This is an optimization exercise on Yosys and OpenROAD, whose aim is small area, a short achievable clock period and few clock cycles, not a production implementation. Where RTL was checked, it was by simulation tests only, not by an equivalence proof against the original. The clock port is modelled as an ideal driver; clocking choices that lean on that would not hold on a real chip. Power is estimated from default activity; no workload was simulated.

Design cpu_pl, start of the top module:
module cpu_pl(
    input clk,
    input rst,
    output [31:0] imem_addr,
    input [31:0] imem_rdata,
    output [31:0] dmem_addr,
    output [31:0] dmem_wdata,
    output [3:0] dmem_wstrb,
    input [31:0] dmem_rdata
);
reg [7:0] pc;
reg [7:0] ras;           
reg d_valid;
reg [31:0] d_inst;
reg [7:0] d_pc;
reg [7:0] d_alt;         
reg d_apc, d_bu, d_blink, d_bimm, d_brs2;   
reg d_fwd1, d_fwd2;      
reg d_ldfwd;             
reg [31:1] d_sel1, d_sel2;   
reg e_we, e_ld, e_st, e_br, e_jalr;
reg e_shf;               
reg [4:0] e_rd;
reg [4:0] e_rs1;         
reg [2:0] e_mf3;         
reg [31:0] e_a, e_b;
reg [11:0] e_i;          
reg [2:0] e_f3;          
reg e_sub, e_arith;
reg [8:0] e_op;          
reg e_pred;
reg [7:0] e_alt;
reg w_we;
reg [4:0] w_rd;
reg [31:0] w_res;
reg [31:0] w_sdata;
reg [3:0] w_strb;
reg [31:0] m_addr;
wire [31:0] rf [1:31];
wire stall;              
wire d_stall;            
wire sh_more;            
wire redirect;
wire [7:0] redirect_pc;
wire [31:0] alu;
wire [31:0] ld;
wire [31:0] fi = imem_rdata;
  ...
export LEC_CHECK = 0
export CAP_MARGIN = 10
export CORE_MARGIN = 2
export CORE_UTILIZATION = 40
export CTS_CLUSTER_DIAMETER = 125
export CTS_CLUSTER_SIZE = 24
export GPL_TIMING_DRIVEN = 1
export PLACE_DENSITY = 0.5
export SLEW_MARGIN = 10
export SYNTH_HIERARCHICAL = 1
export SYNTH_MINIMUM_KEEP_SIZE = 0
create_clock -name core_clock -period 10.5 [get_ports {clk}]
standard.sh (not shown) runs the stock make flow with config.mk's settings and CLKGATE_MAP_FILE= SYNTH_SCRIPT=/design/flow/synth_recipe.tcl, a recipe that flattens the netlist after the stock synthesis.
==> flow/flow/run.sh <==
#!/bin/bash
# Layout flow: the standard flow (standard.sh), with the port buffers made
# of a small buffer cell, timing repair aimed below the clock period, and a
# second round of setup repair after clock tree synthesis.
set -euo pipefail
F=$(cd "$(dirname "$0")" && pwd)
bash standard.sh synth > flow_synth.log 2>&1
bash standard.sh \
    "BUFFER_PORTS_ARGS=-buffer_cell sky130_fd_sc_hd__buf_1" \
    "SETUP_SLACK_MARGIN=7" \
    "POST_CTS_TCL=$F/post_cts.tcl" \
    finish > flow_layout.log 2>&1
==> flow/flow/post_cts.tcl <==
# a second round of setup repair after clock tree synthesis
estimate_parasitics -placement
repair_timing -setup -setup_margin $::env(SETUP_SLACK_MARGIN) -repair_tns 100 -max_passes 1000 -verbose
detailed_placement
check_placement -verbose
Edit:
--- a/flow/design.v
+++ b/flow/design.v
@@ -10,18 +10,16 @@
 );
 reg [7:0] pc;
 reg [7:0] ras;           
 reg d_valid;
 reg [31:0] d_inst;
 reg [7:0] d_pc;
 reg [7:0] d_alt;         
 reg d_apc, d_bu, d_blink, d_bimm, d_brs2;   
-reg d_fwd1, d_fwd2;      
-reg d_ldfwd;             
 reg [31:1] d_sel1, d_sel2;   
 reg e_we, e_ld, e_st, e_br, e_jalr;
 reg e_shf;               
 reg [4:0] e_rd;
 reg [4:0] e_rs1;         
 reg [2:0] e_mf3;         
 reg [31:0] e_a, e_b;
 reg [11:0] e_i;          
@@ -88,25 +86,16 @@
 wire [4:0] n_op = stall ? d_inst[6:2] : fi[6:2];
 always @(posedge clk) begin
     d_apc <= n_op == 5'b00101;
     d_bu <= n_op == 5'b01101 || n_op == 5'b00101;
     d_blink <= n_op == 5'b11011 || n_op == 5'b11001;
     d_bimm <= n_op == 5'b00100;
     d_brs2 <= !(n_op == 5'b01101 || n_op == 5'b00101 || n_op == 5'b11011 || n_op == 5'b11001 || n_op == 5'b00100);
 end
-wire f_uses1 = ~(fi[6:2] == 5'b01101 || fi[6:2] == 5'b00101 || fi[6:2] == 5'b11011);
-wire f_uses2 = fi[6:2] == 5'b01100 || fi[6:2] == 5'b11000 || fi[6:2] == 5'b01000;
-wire f_lw = fi[6:2] == 5'b00000 && fi[14:12] == 3'b010;
-always @(posedge clk) begin
-    d_fwd1 <= sh_more ? fwd1 : !d_stall && d_valid && writes && rd == fi[19:15] && f_uses1;
-    d_fwd2 <= sh_more ? fwd2 : !d_stall && d_valid && writes && rd == fi[24:20] && f_uses2;
-    d_ldfwd <= !stall && d_valid && i_st && f3 == 3'b010 && f_lw
-               && rs1 == fi[19:15] && {d_inst[31:25], d_inst[11:7]} == fi[31:20];
-end
 wire [4:0] op = d_inst[6:2];
 wire [2:0] f3 = d_inst[14:12];
 wire [4:0] rs1 = d_inst[19:15];
 wire [4:0] rs2 = d_inst[24:20];
 wire [4:0] rd = d_inst[11:7];
 wire i_lui = op == 5'b01101;
 wire i_auipc = op == 5'b00101;
 wire i_jal = op == 5'b11011;
@@ -144,17 +133,17 @@
                 else q <= rf_wd;
             end
         end
         assign rf[gr] = q;
     end
 endgenerate
 wire [9:0] d_agu;
 cpl_add10 agu (.a(rv1[9:0]), .b(d_inst[29:20]), .s(d_agu));
-wire ld_fwd = d_ldfwd;
+wire ld_fwd = i_ld && f3 == 3'b010 && e_st && e_mf3 == 3'b010 && rs1 == e_rs1 && d_inst[31:20] == e_i;
 assign d_stall = d_valid && (((i_ld | i_jalr) && e_we && e_rd == rs1) || (i_ld && e_st && !ld_fwd) || (i_jalr && e_st));
 assign stall = d_stall | sh_more;
 wire fwd1 = uses1 && e_we && e_rd == rs1;
 wire fwd2 = uses2 && e_we && e_rd == rs2;
 wire [8:0] d_inc = {1'b0, d_pc} + 9'd1;
 wire [31:0] link = {18'b0, 2'b11, 1'b0, d_inc, 2'b00};
 wire [31:0] pcfull = {18'b0, 2'b11, 2'b00, d_pc, 2'b00};
 wire [31:0] imm_i = {{20{d_inst[31]}}, d_inst[31:20]};
@@ -187,22 +176,22 @@
     end else if (!sh_more) begin
         e_rd <= rd;
         e_f3 <= (i_opi | i_op | i_br) ? f3 : 3'b000;
         e_sub <= i_op && f3 == 3'b000 && d_inst[30];
         e_arith <= d_inst[30];
         e_op <= (i_lui | i_jal | i_jalr | ld_fwd) ? 9'b100000000 : (i_opi | i_op) ? (9'b000000001 << f3) : 9'b000000001;
     end
 end
-wire fa_ld = d_fwd1 & e_ld & ~sh_more;
-wire fa_alu = (d_fwd1 & ~e_ld) | sh_more;
-wire fa_id = ~d_fwd1 & ~sh_more;
-wire fb_ld = d_fwd2 & e_ld & ~sh_more;
-wire fb_alu = d_fwd2 & ~e_ld & ~sh_more;
-wire fb_id = ~d_fwd2 & ~sh_more;
+wire fa_ld = fwd1 & e_ld & ~sh_more;
+wire fa_alu = (fwd1 & ~e_ld) | sh_more;
+wire fa_id = ~fwd1 & ~sh_more;
+wire fb_ld = fwd2 & e_ld & ~sh_more;
+wire fb_alu = fwd2 & ~e_ld & ~sh_more;
+wire fb_id = ~fwd2 & ~sh_more;
 always @(posedge clk) begin
     e_rs1 <= rs1;
     e_mf3 <= f3;
     e_a <= ({32{fa_ld}} & ld) | ({32{fa_alu}} & alu) | ({32{fa_id}} & a_id);
     e_b <= ({32{fb_ld}} & ld) | ({32{fb_alu}} & alu) | ({32{fb_id}} & b_id)
          | ({32{sh_more}} & {27'b0, e_b[4:0] - 5'd3});
     e_i <= {d_inst[31:25], d_inst[11:7]};
     e_pred <= d_inst[31];
Effect:
- final area drops slightly
- setup slack improves by 86 ps
- routed wire length drops slightly
- power drops by a few percent
- clock power stays flat
- critical path depth came out lower by 5
- core utilization goes down by 0.20 points
- synthesized area hardly moves
- register-to-register slack is better by 90 ps
Testbench counts after the change, summed over its fixed seeds: cycles 442,009.
Function not checked in the first run of this note: the RTL went through the layout flow alone.

## separate check: timing with driven ports
No port has a modelled driver above. Below, the same layouts with a new extraction and two added sets of constraints. Step 1 assumes that a clkbuf_16 drives the clock port and a buf_2 every other input. Step 2 also shifts input and output timing later by t, the mid clock arrival at the registers, as if the neighbouring blocks saw the same clock. a / b / c = ideal / step 1 / step 2; a / b = the first two.
| run | t (ns) | setup WS [ns] | worst setup path after step 2 |
|---|---|---|---|
| the first run | 0.797 | 6.881 / 6.881 / 6.234 | input to register |
| the second run | 0.791 | 6.966 / 6.934 / 6.212 | input to register |
After both steps setup and hold are still met in every run listed. The setup slack of the second run, which loses most, moves by -0.032 ns with the drivers and by -0.754 ns with both steps.
